Context: an optimization exercise on an open-source flow, tuned for small area, a short achievable clock period and few clock cycles. The choices shown serve that exercise and are no tape-out recipe.
RTL that was checked went through simulation tests only; none was proved equivalent to the original.
The flow treats the clock pin as an ideal source. Dropping or thinning the clock tree relies on that and would not hold on a real chip.
Power figures rest on the tool's default switching activity, not on a simulated workload.

## job 7166
==> flow/design.v <==
module LZ77_Encoder(clk,reset,chardata,valid,encode,finish,offset,match_len,char_nxt);
input               clk;
input               reset;
input       [7:0]   chardata;
output  reg         valid;
output              encode;
output  reg         finish;
output  reg [3:0]   offset;
output  reg [2:0]   match_len;
output      [7:0]   char_nxt;
reg  [7:0] hist [0:9];
reg  [9:0] hv;
reg  [8:0] mask;
reg  [2:0] k;
integer j;
assign encode   = 1'b1;
assign char_nxt = hist[1];
wire [8:0] eq;
genvar g;
generate
    for (g = 1; g <= 9; g = g + 1) begin : cmp
        assign eq[g-1] = hv[g] & (hist[0] == hist[g]);
    end
endgenerate
wire [8:0] nm   = mask & eq;
wire       emit = hv[0] & ~finish & ((nm == 9'd0) | (k == 3'd7));
reg  [3:0] best;
always @(*) begin
    best = 4'd0;
    for (j = 0; j < 9; j = j + 1)
        if (mask[j]) best = j;
end
always @(posedge clk) begin
    hist[0] <= chardata;
    for (j = 1; j <= 9; j = j + 1)
        hist[j] <= hist[j-1];
    match_len <= k;
    offset    <= (k == 3'd0) ? 4'd0 : best;
end
always @(posedge clk or posedge reset) begin
    if (reset) begin
        hv     <= 10'd0;
        mask   <= 9'h1ff;
        k      <= 3'd0;
        valid  <= 1'b0;
        finish <= 1'b0;
    end else begin
        hv    <= {hv[8:0], 1'b1};
        valid <= emit;
        if (emit) begin
            mask <= 9'h1ff;
            k    <= 3'd0;
            if (hist[0] == 8'h24) finish <= 1'b1;
        end else if (hv[0]) begin
            mask <= nm;
            k    <= k + 3'd1;
        end
    end
end
endmodule
Settings: LEC_CHECK=0, CAP_MARGIN=20, CORE_MARGIN=2, CORE_UTILIZATION=50, PLACE_DENSITY=0.6, SLEW_MARGIN=20; clock period 10.0 ns.
standard.sh (not shown) runs the stock make flow with config.mk's settings and CLKGATE_MAP_FILE= SYNTH_SCRIPT=/design/flow/synth_recipe.tcl, a recipe that flattens the netlist after the stock synthesis.
==> flow/flow/run.sh <==
#!/bin/bash
# Standard ORFS layout with small, fast port buffers and a tighter setup repair target.
set -euo pipefail
KNOBS=$(cat flow/knobs.txt)
eval bash standard.sh $KNOBS finish > standard_flow.log 2>&1
==> flow/flow/knobs.txt <==
BUFFER_PORTS_ARGS='-buffer_cell sky130_fd_sc_hd__buf_2' MATCH_CELL_FOOTPRINT=0 SETUP_SLACK_MARGIN=7.2 CTS_ARGS='-sink_clustering_enable -repair_clock_nets -buf_list sky130_fd_sc_hd__clkbuf_16 -root_buf sky130_fd_sc_hd__clkbuf_16 -sink_clustering_size 150 -sink_clustering_max_diameter 500 -sink_clustering_levels 0'
Job 7166 completed; timing, DRC and antenna clean
Testbench counts of job 7166, summed over its fixed seeds: cycles 49,224.
Relative to job 7166, the following input files were edited for job 2127:
Settings: CTS_CLUSTER_DIAMETER now 500, previously not set; CTS_CLUSTER_SIZE now 100, previously not set; CTS_BUF_LIST now sky130_fd_sc_hd__clkbuf_16, previously not set.
==> flow/flow/knobs.txt <==
BUFFER_PORTS_ARGS='-buffer_cell sky130_fd_sc_hd__buf_2' MATCH_CELL_FOOTPRINT=0 SETUP_SLACK_MARGIN=7.2
Results
Result for job 2127 and job 7166: all clean
Compared job 7166 against job 2127; stage delay of the slowest cell on the critical path within noise.
Required arrival time at the worst endpoint: job 2127 vs job 7166, no meaningful difference
Overall die height: job 7166 vs job 2127 identical
Job 2127 -> job 7166: smallest setup slack after layout delta 0, exact match
~same via count in job 2127 and job 7166
diff inputs: job 2127 => job 7108
Settings: clearing CTS_CLUSTER_SIZE, which used to be 100; clearing CTS_BUF_LIST, which used to be sky130_fd_sc_hd__clkbuf_16; clearing CTS_CLUSTER_DIAMETER, which used to be 500.
==> flow/run.sh (new file) <==
#!/bin/bash
# synth_recipe.tcl (not shown) runs the flow's synth.tcl, then flattens the netlist and writes it again
# the make line also repeats each setting of config.mk as NAME=value (left out here)
make -C /OpenROAD-flow-scripts/flow DESIGN_CONFIG=/design/flow/config.mk WORK_HOME=/design/flow/orfs CLKGATE_MAP_FILE= SYNTH_SCRIPT=/design/flow/synth_recipe.tcl finish
removed: flow/flow/run.sh
removed: flow/flow/knobs.txt
removed: flow/standard.sh
==> notes.md <==
Job 7108 did not stop at any stage, and its layout met the timing, DRC and antenna checks.
Job 2127 has lower slew at the pin closest to its max-slew limit than job 7108.
The post-detailed-route wirelength per cell reported for job 7108 is smaller than that of job 2127 by about 1.1%.
Taking job 2127 as the reference, in job 7108 cell internal power dissipation dropped 11%; area overhead of the layout relative to synthesis down 2.8 points; overall power consumption has decreased.
Cell area | job 7108 vs job 2127 | job 7108 smaller
Compared with job 2127, in job 7108 core utilization went down by 1.4 points; non-clock buffer count went down by 26%; normalized max-slew margin went down by 1.5 points.
Count of flip-flops and latches: job 7108 vs job 2127 identical
diff inputs: job 7108 => job 2008
Settings: CTS_BUF_LIST: unset -> sky130_fd_sc_hd__clkbuf_8 sky130_fd_sc_hd__clkbuf_16; CTS_CLUSTER_DIAMETER: unset -> 200; CTS_CLUSTER_SIZE: unset -> 60.
==> flow/flow/run.sh (new file) <==
#!/bin/bash
# Standard ORFS layout with small, fast port buffers and a tighter setup repair target.
set -euo pipefail
KNOBS=$(cat flow/knobs.txt)
eval bash standard.sh $KNOBS finish > standard_flow.log 2>&1
==> flow/flow/knobs.txt (new file) <==
BUFFER_PORTS_ARGS='-buffer_cell sky130_fd_sc_hd__buf_2' MATCH_CELL_FOOTPRINT=0 SETUP_SLACK_MARGIN=7.2
==> flow/standard.sh (new file) <==
#!/bin/bash
# synth_recipe.tcl (not shown) runs the flow's synth.tcl, then flattens the netlist and writes it again
# the make line also repeats each setting of config.mk as NAME=value (left out here)
make -C /OpenROAD-flow-scripts/flow DESIGN_CONFIG=/design/flow/config.mk WORK_HOME=/design/flow/orfs CLKGATE_MAP_FILE= SYNTH_SCRIPT=/design/flow/synth_recipe.tcl "${@:-finish}"
removed: flow/run.sh
Notes after the runs:
Delta (job 2008 minus job 7108): sequential share of layout area comparable, number of nets in the layout now larger.
When the final numbers for job 7108 and job 2008 were put side by side, the global-route usage turned out to be smaller in job 2008.
Re internal power contribution: job 2008 is about 0.8% up on job 7108.
Job 2008 vs. job 7108: area growth from synthesis to final layout went up by 0.65 points, wire length has increased, cell area after layout has increased, share of the clock period used by the worst path after layout saw a decrease.
Job 2008 reports its highest-delay cell along the critical path as sky130_fd_sc_hd__dfrtp_2 while job 7108 reports sky130_fd_sc_hd__clkdlybuf4s50_1.
The following lists how job 8574 was set up differently from job 2008:
Settings: removing CTS_CLUSTER_DIAMETER (formerly 200); removing CTS_BUF_LIST (formerly sky130_fd_sc_hd__clkbuf_8 sky130_fd_sc_hd__clkbuf_16); removing CTS_CLUSTER_SIZE (formerly 60).
[summary]
Job 8574 completed end to end with timing, DRC and antenna clean.
Having completed the whole flow, job 2008 delivered a layout that passed the timing, DRC and antenna checks.
Comparing job 2008 against job 8574, there is no change at all in maximum fanout along the worst path.
As far as combined buffer and inverter count along the critical path goes, job 2008 and job 8574 are indistinguishable; the numbers are identical.
Re critical path depth: no difference whatsoever between job 8574 and job 2008.

========
v30:
Another version of the RTL of LZ77_Encoder (not shown whole).
For scale: about 280 cells after synthesis, ~110 flip-flops, about 28 I/O pins, ~3500 um2 of cells after synthesis.
## LZ77_Encoder
module LZ77_Encoder(clk,reset,chardata,valid,encode,finish,offset,match_len,char_nxt);
input               clk;
input               reset;
input       [7:0]   chardata;
output  reg         valid;
output              encode;
output  reg         finish;
output  reg [3:0]   offset;
output  reg [2:0]   match_len;
output      [7:0]   char_nxt;
reg  [7:0] hist [0:9];
reg  [8:0] dead;
reg  [2:0] k;
integer j;
assign encode   = 1'b1;
assign char_nxt = hist[1];
reg  [9:0] hv;
wire [8:0] eq;
genvar g;
generate
    for (g = 1; g <= 9; g = g + 1) begin : cmp
        assign eq[g-1] = hv[g] & (hist[0] == hist[g]);
    end
endgenerate
wire [8:0] nm   = ~dead & eq;
wire       emit = (nm == 9'd0) | (k == 3'd7);
wire       live = hv[0];
wire       last = live & (hist[0] == 8'h24);
reg  [3:0] best;
always @(*) begin
    best = 4'd0;
    for (j = 0; j < 9; j = j + 1)
        if (!dead[j]) best = j;
end
wire [2:0] k_inc = {k[2] ^ (k[1] & k[0]), k[1] ^ k[0], ~k[0]};
  ...
Settings: LEC_CHECK=0, CAP_MARGIN=20, CORE_MARGIN=2, CORE_UTILIZATION=50, GPL_TIMING_DRIVEN=0, PLACE_DENSITY=0.6, SLEW_MARGIN=20; clock period 10.0 ns.
==> flow/flow/run.sh <==
#!/bin/bash
# Standard ORFS layout, except: small fast port buffers, a tighter setup repair
# target, and a hand-built one-level clock tree (flow/manual_cts.tcl) in place of TritonCTS.
set -euo pipefail
KNOBS=$(cat flow/knobs.txt)
eval bash standard.sh $KNOBS PRE_CTS_TCL=$PWD/flow/manual_cts.tcl finish > standard_flow.log 2>&1
Other scripts of this flow, unchanged in this note and not shown: flow/flow/knobs.txt, flow/flow/manual_cts.tcl
In summary, v30 completed successfully, with a layout that passed the timing, DRC and antenna checks.
Testbench counts of v30, summed over its fixed seeds: cycles 49,224.
For v27, these inputs were changed with respect to v30:
Settings: removing GPL_TIMING_DRIVEN (formerly 0).
[summary]
v27 finished every stage and its layout cleared the timing, DRC and antenna checks.
For the smallest setup slack after layout, v27 came in 0.0086 ns higher than v30 did.
Between v27 and v30, it is v27 whose first-pass GRT wire length is higher, by 260 um.
v27 against v30; net switching power is up slightly.
In v27, the combinational group power came out about 25% below the value in v30.
Switching power share of the total delta for v27 relative to v30: 0.35 points higher
When the final numbers for v30 and v27 were put side by side, the placed instance area turned out to be greater in v30.
In the route summary, v27 ends up with a via count exceeding that of v30.
Fraction of power consumed by the clock network in v27 is 0.4 points higher than in v30
No run of this note takes its clock network from TritonCTS; it comes from the design's own scripts or RTL.

========
LZ77_Encoder, a different RTL version from the one above (not shown whole).
Size in the first run: ~290 cells after synthesis, ~0.0036 mm^2 of cells after synthesis.
export LEC_CHECK = 0
export CAP_MARGIN = 20
export CORE_MARGIN = 2
export CORE_UTILIZATION = 50
export PLACE_DENSITY = 0.6
export SLEW_MARGIN = 20
create_clock -name core_clock -period 10.0 [get_ports {clk}]
==> flow/flow/knobs.txt <==
BUFFER_PORTS_ARGS='-buffer_cell sky130_fd_sc_hd__buf_2' MATCH_CELL_FOOTPRINT=0 SETUP_SLACK_MARGIN=7.6 MCTS_NBUF=4 MCTS_BUF=sky130_fd_sc_hd__clkbuf_16
==> flow/flow/manual_cts.tcl <==
set nbuf $::env(MCTS_NBUF)
set bufm $::env(MCTS_BUF)
set block [ord::get_db_block]
set db [ord::get_db]
set master [$db findMaster $bufm]
set clknet [$block findNet clk]
set sinks [$clknet getITerms]
puts "manual_cts: [llength $sinks] clock sinks, $nbuf x $bufm"

set pts {}
foreach it $sinks {
  set bb [[$it getInst] getBBox]
  lappend pts [list [expr {([$bb xMin] + [$bb xMax]) / 2}] [expr {([$bb yMin] + [$bb yMax]) / 2}]]
}

proc mcts_cmp {axis a b} {
  global mcts_pts
  return [expr {[lindex $mcts_pts $a $axis] - [lindex $mcts_pts $b $axis]}]
}

proc mcts_bisect {ids levels} {
  global mcts_pts
  if {$levels == 0} { return [list $ids] }
  set xs [lsort -integer [lmap i $ids {lindex $mcts_pts $i 0}]]
  set ys [lsort -integer [lmap i $ids {lindex $mcts_pts $i 1}]]
  set axis [expr {([lindex $xs end] - [lindex $xs 0]) >= ([lindex $ys end] - [lindex $ys 0]) ? 0 : 1}]
  set sorted [lsort -command [list mcts_cmp $axis] $ids]
  set h [expr {[llength $sorted] / 2}]
  return [concat [mcts_bisect [lrange $sorted 0 [expr {$h - 1}]] [expr {$levels - 1}]] \
                 [mcts_bisect [lrange $sorted $h end] [expr {$levels - 1}]]]
}

set mcts_pts $pts
set ids {}
for {set i 0} {$i < [llength $pts]} {incr i} { lappend ids $i }
set levels [expr {int(round(log($nbuf) / log(2)))}]
set groups [mcts_bisect $ids $levels]

set c 0
foreach grp $groups {
  set inst [odb::dbInst_create $block $master "mcts_buf_$c"]
  set net [odb::dbNet_create $block "mcts_clk_$c"]
  $net setSigType CLOCK
  [$inst findITerm A] connect $clknet
  [$inst findITerm X] connect $net
  set sx 0; set sy 0
  foreach i $grp {
    set it [lindex $sinks $i]
    $it disconnect
    $it connect $net
    incr sx [lindex $pts $i 0]; incr sy [lindex $pts $i 1]
  }
  set k [llength $grp]
  set x [expr {$sx / $k - [$master getWidth] / 2}]
  set y [expr {$sy / $k - [$master getHeight] / 2}]
  $inst setLocation $x $y
  $inst setPlacementStatus PLACED
  puts "manual_cts: buffer $c at ($x, $y) drives $k sinks"
  incr c
}
$clknet setSigType CLOCK

# TritonCTS is not run.
rename clock_tree_synthesis orig_clock_tree_synthesis
proc clock_tree_synthesis {args} { puts "manual_cts: TritonCTS skipped" }
Scripts as last shown in full above: flow/flow/run.sh
The baseline did not get past clock tree synthesis.
Edit:
--- a/flow/flow/manual_cts.tcl
+++ b/flow/flow/manual_cts.tcl
@@ -31,5 +31,5 @@
 }
 
-set mcts_pts $pts
+set ::mcts_pts $pts
 set ids {}
 for {set i 0} {$i < [llength $pts]} {incr i} { lappend ids $i }
What happened: The changed run produced a clean layout. Synthesized cell count does not change. Synthesized area does not change.
Edit:
==> flow/flow/knobs.txt (replaced) <==
BUFFER_PORTS_ARGS='-buffer_cell sky130_fd_sc_hd__buf_2' MATCH_CELL_FOOTPRINT=0 SETUP_SLACK_MARGIN=7.3 MCTS_NBUF=4 MCTS_BUF=sky130_fd_sc_hd__clkbuf_16
Synthesized area stays the same.
Cell area is lower by 5.1%.
Fmax drops by 1.2%.
Worst hold slack barely changes.
No functional check of the RTL was part of any run of this note. The clock cells of the second and third runs of this note come from the design's own scripts or RTL, not from TritonCTS.

[port drivers added, routing unchanged]
The results above use ideal ports. As a check the final layouts listed here were re-extracted and re-timed, cells and wires unchanged. Step 1, drivers: a clkbuf_16 drives clk and a buf_2 each remaining input, both assumed. Step 2 also shifts input and output timing later by t, the mid clock arrival at the registers, as if the neighbouring blocks saw the same clock. a / b / c = ideal / step 1 / step 2; a / b = the first two.
| run | t (ns) | setup slack, ns | worst hold slack (ns) | cell pins on the clock port's net |
|---|---|---|---|---|
| job 7166 | 0.369 | 7.130 / 7.097 / 7.189 | 0.358 / 0.358 / 0.358 | 1 |
| job 2127 | 0.369 | 7.130 / 7.097 / 7.189 | 0.358 / 0.358 / 0.358 | 1 |
| job 7108 | 0.385 | 6.614 / 6.583 / 6.912 | 0.363 / 0.363 / 0.363 | 1 |
| job 2008 | 0.387 | 7.099 / 7.069 / 7.201 | 0.357 / 0.357 / 0.357 | 1 |
| job 8574 | 0.387 | 7.099 / 7.069 / 7.201 | 0.357 / 0.357 / 0.357 | 1 |
| v30 | 0.214 | 7.334 / 7.252 / 7.390 | 0.348 / 0.348 / 0.348 | 4 |
| v27 | 0.219 | 7.342 / 7.258 / 7.360 | 0.361 / 0.361 / 0.361 | 4 |
| the second run of note 3 | 0.230 | 7.375 / 7.300 / 7.530 | 0.360 / 0.360 / 0.360 | 4 |
| the third run of note 3 | 0.230 | 7.344 / 7.269 / 7.444 | 0.362 / 0.362 / 0.362 | 4 |
After both steps every run listed still meets setup and hold. Setup slack includes reset recovery checks.
